This is an optimization exercise on Yosys and OpenROAD, whose aim is small area, not a production implementation. In this exercise RTL edits were held to simulation tests only and were not proved equivalent to the original. No activity file was given, so power comes from the tool's default toggle rates.

<file path="flow/run.sh">
#!/bin/bash
# synth_recipe.tcl (not shown) runs the flow's synth.tcl, then flattens the netlist and writes it again
# the make line also repeats each setting of config.mk as NAME=value (left out here)
make -C /OpenROAD-flow-scripts/flow DESIGN_CONFIG=/design/flow/config.mk WORK_HOME=/design/flow/orfs CLKGATE_MAP_FILE= SYNTH_SCRIPT=/design/flow/synth_recipe.tcl finish
</file>
<file path="flow/config.mk">
export PLATFORM = sky130hd
export DESIGN_NAME = uart_top
export DESIGN_NICKNAME = uart_top
export VERILOG_FILES = /design/flow/design.v
export SDC_FILE = /design/flow/constraint.sdc
export NUM_CORES = 4
export LEC_CHECK = 0
export CAP_MARGIN = 20
export CORE_MARGIN = 2
export CORE_UTILIZATION = 40
export SLEW_MARGIN = 20
</file>
<file path="flow/constraint.sdc">
create_clock -name core_clock -period 20.0 [get_ports {clk}]
set_input_delay 4.0000 -clock core_clock [delete_from_list [all_inputs] [get_ports {clk}]]
set_output_delay 4.0000 -clock core_clock [all_outputs]
set_load 0.01 [all_outputs]
</file>
<file path="flow/design.v">
 module clk_gen(
    input  logic clk, rst,
    input  logic [16:0] i_baud,
    output logic o_tx_tick, o_rx_tick
);
int tx_max, rx_max;
int tx_cnt, rx_cnt;
logic rx_clk, tx_clk;
always @(posedge clk) begin
    if(rst) begin
        tx_max <= 0;
        rx_max <= 0;
    end else begin
        case (i_baud)
            4800: begin 
                tx_max <= 14'd10416;  
                rx_max <= 11'd651;   
            end
            9600: begin  
                tx_max <= 14'd5208;
                rx_max <= 11'd325;
            end
            14400: begin 
                tx_max <= 14'd3472;
                rx_max <= 11'd217;
            end
            19200: begin
                tx_max <= 14'd2604;
                rx_max <= 11'd163;
            end
            38400: begin
                tx_max <= 14'd1302;
                rx_max <= 11'd81;
            end
            57600: begin 
                tx_max <= 14'd868;
                rx_max <= 11'd54;
            end
            default: begin 
                tx_max <= 14'd5208;  
                rx_max <= 11'd325;
            end 
        endcase
    end
end
always @(posedge clk) begin
    if (rst) begin
        tx_cnt <= 0;
        tx_clk <= 0;
    end else begin
        if (tx_cnt <= tx_max / 2) begin
            tx_cnt <= tx_cnt + 1;
        end else begin
            tx_cnt <= 0;
            tx_clk <= ~tx_clk;
        end
    end
end
always@(posedge clk) begin
    if (rst) begin
        rx_cnt <= 0;
        rx_clk <= 0;
    end else begin
        if(rx_cnt < rx_max / 2) begin 
            rx_cnt <= rx_cnt + 1;
        end else begin
            rx_cnt <= 0;
            rx_clk <= ~rx_clk;
        end
    end
end
assign o_tx_tick = !rst && !tx_clk && !(tx_cnt <= tx_max / 2);
assign o_rx_tick = !rst && !rx_clk && !(rx_cnt < rx_max / 2);
endmodule
 module uart_tx(
    input  logic clk, rst, i_tx_tick, i_tx_str, 
    input  logic [7:0] i_tx_data,
    input  logic [3:0] i_len,    
    input  logic i_parity_ty,      
    input  logic i_parity_en,
    input  logic i_stop2,    
    output logic o_tx, o_tx_done, o_tx_er
 );
 logic [7:0] tx_reg;
 logic parity_bit;
 integer cnt;
 typedef enum logic [2:0] {idle, start_bit, send_data, send_parity, stop1_bit, stop2_bit, done} state_ty;
 state_ty state, next_state;
 always@(posedge clk) begin
    if (rst) begin
        parity_bit <= 1'b0;
    end else if (i_tx_tick) begin
    if(i_parity_ty == 1'b1) begin    
        case(i_len)
            4'd5 : parity_bit <= ^(tx_reg[4:0]); 
            4'd6 : parity_bit <= ^(tx_reg[5:0]);
            4'd7 : parity_bit <= ^(tx_reg[6:0]);
            4'd8 : parity_bit <= ^(tx_reg[7:0]);
            default : parity_bit <= 1'b0;
        endcase
    end else begin   
        case(i_len)
            4'd5 : parity_bit <= ~^(tx_reg[4:0]); 
            4'd6 : parity_bit <= ~^(tx_reg[5:0]);
            4'd7 : parity_bit <= ~^(tx_reg[6:0]);
            4'd8 : parity_bit <= ~^(tx_reg[7:0]);
            default : parity_bit <= 1'b0; 
        endcase
    end
    end
 end
 always@(posedge clk) begin
    if (rst)
        state <= idle;
    else if (i_tx_tick)
        state <= next_state;
 end
 always@(posedge clk) begin
    if (rst)
        tx_reg <= {(8){1'b0}};
    else if (i_tx_tick) begin
        if (state == idle)
            tx_reg <= {(8){1'b0}};
        else if (state == start_bit)
            tx_reg <= i_tx_data;
    end
 end
 always@(*) begin
    o_tx_done = 1'b0;
    o_tx = 1'b1;
    o_tx_er =  1'b0;
    next_state = idle;
    case(state)
        idle: begin
            if(i_tx_str) 
                next_state = start_bit;
            else
                next_state = idle;
        end
        start_bit: begin
            o_tx = 1'b0;     
            next_state = send_data;
        end
        send_data: begin
            if (cnt < i_len - 1) begin
                next_state = send_data;
                o_tx = tx_reg[cnt];
            end else if (i_parity_en) begin
                o_tx = tx_reg[cnt];
                next_state = send_parity;
            end else begin
                o_tx = tx_reg[cnt];
                next_state = stop1_bit;
            end
        end
        send_parity: begin
            o_tx = parity_bit;
            next_state = stop1_bit;
        end
        stop1_bit: begin
            o_tx = 1'b1;
            if(i_stop2) 
                next_state = stop2_bit;
            else 
                next_state = done;
        end
        stop2_bit: begin
            o_tx = 1'b1;
            next_state = done;
        end
        done: begin
            o_tx_done = 1'b1;
            next_state = idle;
        end
        default: next_state = idle;
    endcase
 end
 always@(posedge clk) begin
    if (rst)
        cnt <= 0;
    else if (i_tx_tick) begin
    case(state)
        idle: cnt <= 0;
        start_bit: cnt <= 0;
        send_data: cnt <= cnt + 1;
        send_parity: cnt <= 0;
        stop1_bit: cnt <= 0;
        stop2_bit: cnt <= 0;
        done: cnt <= 0;
        default: cnt <= 0;
    endcase
    end
 end
 endmodule
module uart_rx(
    input  logic clk, rst, i_rx_tick, i_rx, i_rx_str,
    input  logic [3:0] i_len,
    input  logic i_parity_ty, i_parity_en,
    input  logic i_stop2,
    output logic [7:0] o_rx,
    output logic o_rx_done, 
    output logic o_rx_er     
);
logic parity;
logic rx_er;
logic [7:0] data_temp;
int cnt, bit_cnt;
typedef enum bit [2:0] {idle, start_bit, recv_data, check_parity, check_stop1, check_stop2, done} state_ty;
state_ty state, next_state;
always@(posedge clk) begin     
    if(rst)
        state <= idle;
    else if (i_rx_tick)
        state <= next_state; 
end
always@(*) begin
    if(i_parity_ty)
        parity = ^data_temp;
    else 
        parity = ~^data_temp;
end
always@(*) begin         
    next_state = state;
    case(state)
        idle: begin
            if(i_rx_str &&  !i_rx)
                next_state = start_bit;
            else
                next_state = idle;
        end
        start_bit: begin
            if (cnt == 7 && i_rx) begin      
                next_state = idle;
            end else if (cnt == 15) begin
                next_state = recv_data;
            end else begin
                next_state = start_bit;
            end
        end
        recv_data: begin
            if (cnt == 15 && bit_cnt == (i_len - 1)) begin
                if(i_parity_en)
                    next_state = check_parity;
                else 
                    next_state = check_stop1;
            end else begin
                next_state = recv_data;
            end                
        end
        check_parity: begin
            if (cnt == 15) begin
                next_state = check_stop1;
            end else begin
                next_state = check_parity;
            end
        end
        check_stop1: begin
            if (cnt == 15) begin
                if(i_stop2)
                    next_state = check_stop2;
                else 
                    next_state = done; 
            end else begin
                next_state = check_stop1;
            end
        end
        check_stop2: begin
            if (cnt == 15) begin
                next_state = done;
            end else begin
                next_state = check_stop2;
            end
        end
        done: begin
            next_state = idle;
        end
        default: next_state = idle;
    endcase
end
always@(posedge clk) begin
    if (rst) begin
        data_temp <= 8'h00;
        o_rx <= 8'h01;
        rx_er <= 1'b0;
    end else if (i_rx_tick) begin
        case(state)
            idle: begin
                data_temp <= 8'h00;
                o_rx <= 8'h01;
                rx_er <= 1'b0;
            end
            recv_data: begin
                if(cnt == 7) begin
                    data_temp <= {i_rx, data_temp[7:1]};
                end else if (cnt == 15 && bit_cnt == (i_len - 1)) begin
                    case(i_len)
                        4'd5: o_rx <= data_temp[7:3];
                        4'd6: o_rx <= data_temp[7:2];
                        4'd7: o_rx <= data_temp[7:1];
                        4'd8: o_rx <= data_temp[7:0];
                        default: o_rx <= 8'h00;
                    endcase
                end
            end
            check_parity: begin
                if(cnt == 7 && i_rx != parity)
                    rx_er <= 1'b1;   
            end
            check_stop1: begin
                if(cnt == 7 && i_rx != 1'b1)
                    rx_er <= 1'b1;   
            end
            check_stop2: begin
                if(cnt == 7 && i_rx != 1'b1)
                    rx_er <= 1'b1;   
            end
            default: ;
        endcase
    end
end
assign o_rx_done = (state == done);
assign o_rx_er = rx_er;
always@(posedge clk) begin
    if (rst) begin
        cnt <= 0;
        bit_cnt <= 0;
    end else if (i_rx_tick) begin
    case(state)
        idle: begin
            cnt <= 0;
            bit_cnt <= 0;
        end
        start_bit: begin
            if(cnt < 15) 
                cnt <= cnt + 1;
            else 
                cnt <= 0;
        end
        recv_data: begin
            if(cnt < 15) begin
                cnt <= cnt + 1;
            end else begin 
                cnt <= 0;
                bit_cnt <= bit_cnt + 1;
            end
        end
        check_parity:  begin
            if(cnt < 15) 
                cnt <= cnt + 1;
            else 
                cnt <= 0;
        end
        check_stop1:  begin
            if(cnt < 15) 
                cnt <= cnt + 1;
            else 
                cnt <= 0;
        end
        check_stop2:  begin
            if(cnt < 15) 
                cnt <= cnt + 1;
            else 
                cnt <= 0;
        end
        done: begin
            cnt <= 0;
            bit_cnt <= 0;
        end
        default: begin
            cnt <= 0;
            bit_cnt <= 0;
        end
    endcase
    end
end
endmodule
 module uart_top(
    input  logic clk, rst,
    input  logic [7:0] i_tx_data,
    input  logic [3:0] i_len,
    input  logic [16:0] i_baud,  
    input  logic i_tx_str, i_rx_str, 
    input  logic i_parity_ty, i_parity_en, i_stop2,
    input  logic i_rx,
    output logic o_tx,
    output logic o_tx_done, o_rx_done,
    output logic o_tx_er, o_rx_er,
    output logic [7:0] o_rx 
 );
 logic tx_tick, rx_tick;
 clk_gen c_gen (clk, rst, i_baud, tx_tick, rx_tick);
 uart_tx u_tx (clk, rst, tx_tick, i_tx_str, i_tx_data, i_len, i_parity_ty, i_parity_en, i_stop2, o_tx, o_tx_done, o_tx_er);
 uart_rx u_rx (clk, rst, rx_tick, i_rx, i_rx_str, i_len, i_parity_ty, i_parity_en, i_stop2, o_rx, o_rx_done, o_rx_er);
 endmodule
</file>
==> summary.txt <==
## cell families (layout without fill, tap and decap cells)
| group | after synthesis | count (layout) | synth area share, % |
|---|---|---|---|
| flops | 207 | 207 | 36.2 |
| buf+inv | 111 | 153 | 3.90 |
| xor+xnor | 111 | 111 | 8.61 |
| mux | 6 | 6 | 0.753 |
| other cells | 1 | 1 | 0.0327 |
| compound gates | 284 | 284 | 14.6 |
| fa+ha+maj | 62 | 62 | 6.77 |
| simple gates | 637 | 637 | 29.1 |
## per-layer routing
metal	vias up	GRT usage, %	share of wire, %
li1	5150	-	-
met1	4727	25.4	49
met2	186	29.3	45
met3	22	2.24	4.2
met4	0	3.85	1.3
met5	-	0	0
## power breakdown
| group | internal (mW) | switching, mW | total (mW) |
|---|---|---|---|
| combinational | 0.0234 | 0.0392 | 0.0626 |
| sequential | 0.416 | 0.00458 | 0.420 |
| clock | 0.305 | 0.177 | 0.482 |
| total | 0.744 | 0.221 | 0.965 |
## stage by stage
step	worst slack, ns	hold slack [ns]	std cells	cell area [um^2]
2_1_floorplan	12.99	0.425	1419	11500
3_3_place_gp	11.84	0.446	1796	12200
3_5_place_dp	11.65	0.452	1796	12200
4_1_cts	12.19	0.468	1839	13100
5_1_grt	12.08	0.491	1839	13100
6_report	12.41	0.466	1839	13100
## area by class of cell
cell class              count  area [um^2]  share of cell area, %
multi-input cells        1101         6880                   52.4
clock inverters             9          153                   1.16
clock buffers              34          729                   5.56
well taps                 378          473                   3.60
inverters                  51          191                   1.46
flip-flops and latches    207         4140                   31.6
repair buffers             59          558                   4.25
## worst reg2reg max path: cells and delay by family (launching register included)
family          cells  cell delay (ns)
flops               1             0.42
compound gates      3             1.59
simple gates        4             1.11
## worst max path at each step
stage / from / endpoint / slack, ns / depth (start not counted)
floorplan: i_len[0] / u_tx.state[1] / 12.99 / 11
global placement: i_len[0] / u_rx.o_rx[0] / 11.84 / 10
detailed placement: i_len[0] / u_rx.o_rx[0] / 11.65 / 10
CTS: i_len[0] / u_rx.o_rx[0] / 12.19 / 10
global route: i_len[0] / u_tx.state[1] / 12.08 / 12
finish: i_len[0] / u_tx.state[1] / 12.41 / 12
## cells in the mapped netlist (17+ instances only)
cell / n / area share, %
a21oi_1: 123 / 5.4
and3_1: 28 / 1.5
clkbuf_1: 49 / 1.6
dfxtp_1: 207 / 36
ha_1: 62 / 6.8
inv_1: 51 / 1.7
nand2_1: 98 / 3.2
nand2b_1: 17 / 0.93
nand3_1: 82 / 3.6
nand4_1: 53 / 2.9
nor2_1: 165 / 5.4
nor3_1: 20 / 0.87
nor4_1: 36 / 2.0
o21ai_0: 69 / 3.0
or3_1: 47 / 2.6
xnor2_1: 61 / 4.7
xor2_1: 49 / 3.7
==> flow_summary.yaml <==
placed_design:
  place_congestion: 0.837
  port_buffers: 48
  dp_hpwl_mm: 19.2
power:
  total_power_uw: 965
  irDropWorstVdd_mv: 0.0677
  p_per_area_nw_per_um2: 73.5
  leakagePower_nw: 4.51
final_layout:
  nFillCells: 2771
  syn_to_final_growth_pct: 14.6
  final_common_cell: "dfxtp_1"
  layout.nets: 1544
  antennaDiodeCount: 0
  post-route-util_pct: 46.9
  drive_gt1_share_pct: 6.09
  layout_common_cells: "207 x dfxtp_1, 165 x nor2_1, 122 x a21oi_1, 98 x nand2_1, 82 x nand3_1"
logic_synthesis:
  ys_ff_latch: 207
  ys_types: 75
  synth_edf_count: 0
  avgSynthCellArea_um2: 8.07
  synth_cells: 1419
  synth_nets: 1518
  synth.cell_area_um2: 11500
  yosysWarnings: 3
  ys_seq_area_share_pct: 36.2
  synth_ff_type: "dfxtp_1"
  ys_async_sr_fraction_pct: 0
global_route:
  grt_overflow: 0
  grt_pass1_vias: 9372
  grt_start_max_net_pins: 49
  grt_pass1_wl_mm: 46.2
  antenna_found_initial: 0
  track_usage_pct: 17.9
critical_path:
  setup.worst_path.class: "in -> reg"
  crit_buf_inv: 2
  cp.required_ns: 20.41
  cp_top_family: "compound AO/OA/AOI/OAI gates"
  cp_max_fo: 30
  critical-path-slowest-cell: "a2111oi_0"
  worst_setup_path_start_kind: "primary input"
  worstPathArrival_ns: 8.00
  rrSetupSlack_ns: 16.75
  r2r_end: "u_rx.o_rx[0]"
  cpPeakStageDelay_ns: 0.81
  r2r-start: "u_rx.bit_cnt[5]"
  r2r_cells: 7
  end_kind: "flop"
  crit_chain: "clkdlybuf4s50_1 -> inv_1 -> ha_1 -> or3b_2 -> ha_1 -> and4_1 -> o21ai_0 -> a21oi_1 -> o311ai_0 -> a2111oi_0 -> o21ai_0 -> o311a_1"
clocking:
  cts.sinks: 207
  holdBufCountCts: 0
  cts_buffers: 25
  cts_root_buffer: "clkbuf_16"
  clk_latency_ns: 0.52
  cts_tree: "built"
  cts_setup_buffers: 0
  cts_resized: 0
  cts_buffer_depth: 3
  cts_max_level: 1
  path_clk_slew_ns: 0.06
worst_hold_path:
  hold_class: "reg -> reg"
  hold_depth: 1
  hold_start: "c_gen.rx_cnt[0]"
  whs_endpoint: "c_gen.rx_cnt[0]"
route:
  via_per_inst: 5.48
  drcViolationCount: 0
  vias: 10085
  drt_iter0_drc: 692
  first_pass_iters: 5
  drt-total-wl_mm: 27.4
  wl_per_cell_um: 14.9
  ant_nets: 0
floorplan:
  dieArea_um2: 30000
  rows: 61
  dieHeight_um: 173
  core_area_um2: 28000
  pin_count: 50
  die_w_um: 173
  start_util_pct: 40.9
sta:
  fin_tns_setup_ns: 0
  fin_crit_ns: 7.59
  hold_violations: 0
  finalCritPeriodShare_pct: 38.0
  slew_viol_final: 0
  fmaxAchievable_mhz: 132
  clock_skew_ns: 0.0125
  slew_headroom_pct: 28.4
  finalSetupViolations: 0
  rsz0062_at_grt: "no"
  worst-slew-pin-transition_ns: 1.07
run:
  max_cap_viol_count: 0
status:
  outcome: "complete, no violations"

port drivers added, routing unchanged:
The flow's constraints put no driver on any port. The routed layout listed below was extracted and timed again, unchanged, in two steps. Step 1 assumes that a clkbuf_16 drives the clock port and a buf_2 every other input. Step 2 also shifts input and output timing later by t, the mid clock arrival at the registers, as if the neighbouring blocks saw the same clock. a / b / c = ideal ports / drivers / drivers and shift; a / b = the first two.
t, ns: 0.566
setup WS [ns]: 12.409 / 12.437 / 11.871
worst setup path after step 2: input to register
latest minus earliest clock arrival (ns): 0.013 / 0.012
After both steps setup and hold are still met in this run. For this run, drivers alone change the setup slack by +0.028 ns; drivers and shift together by -0.538 ns.
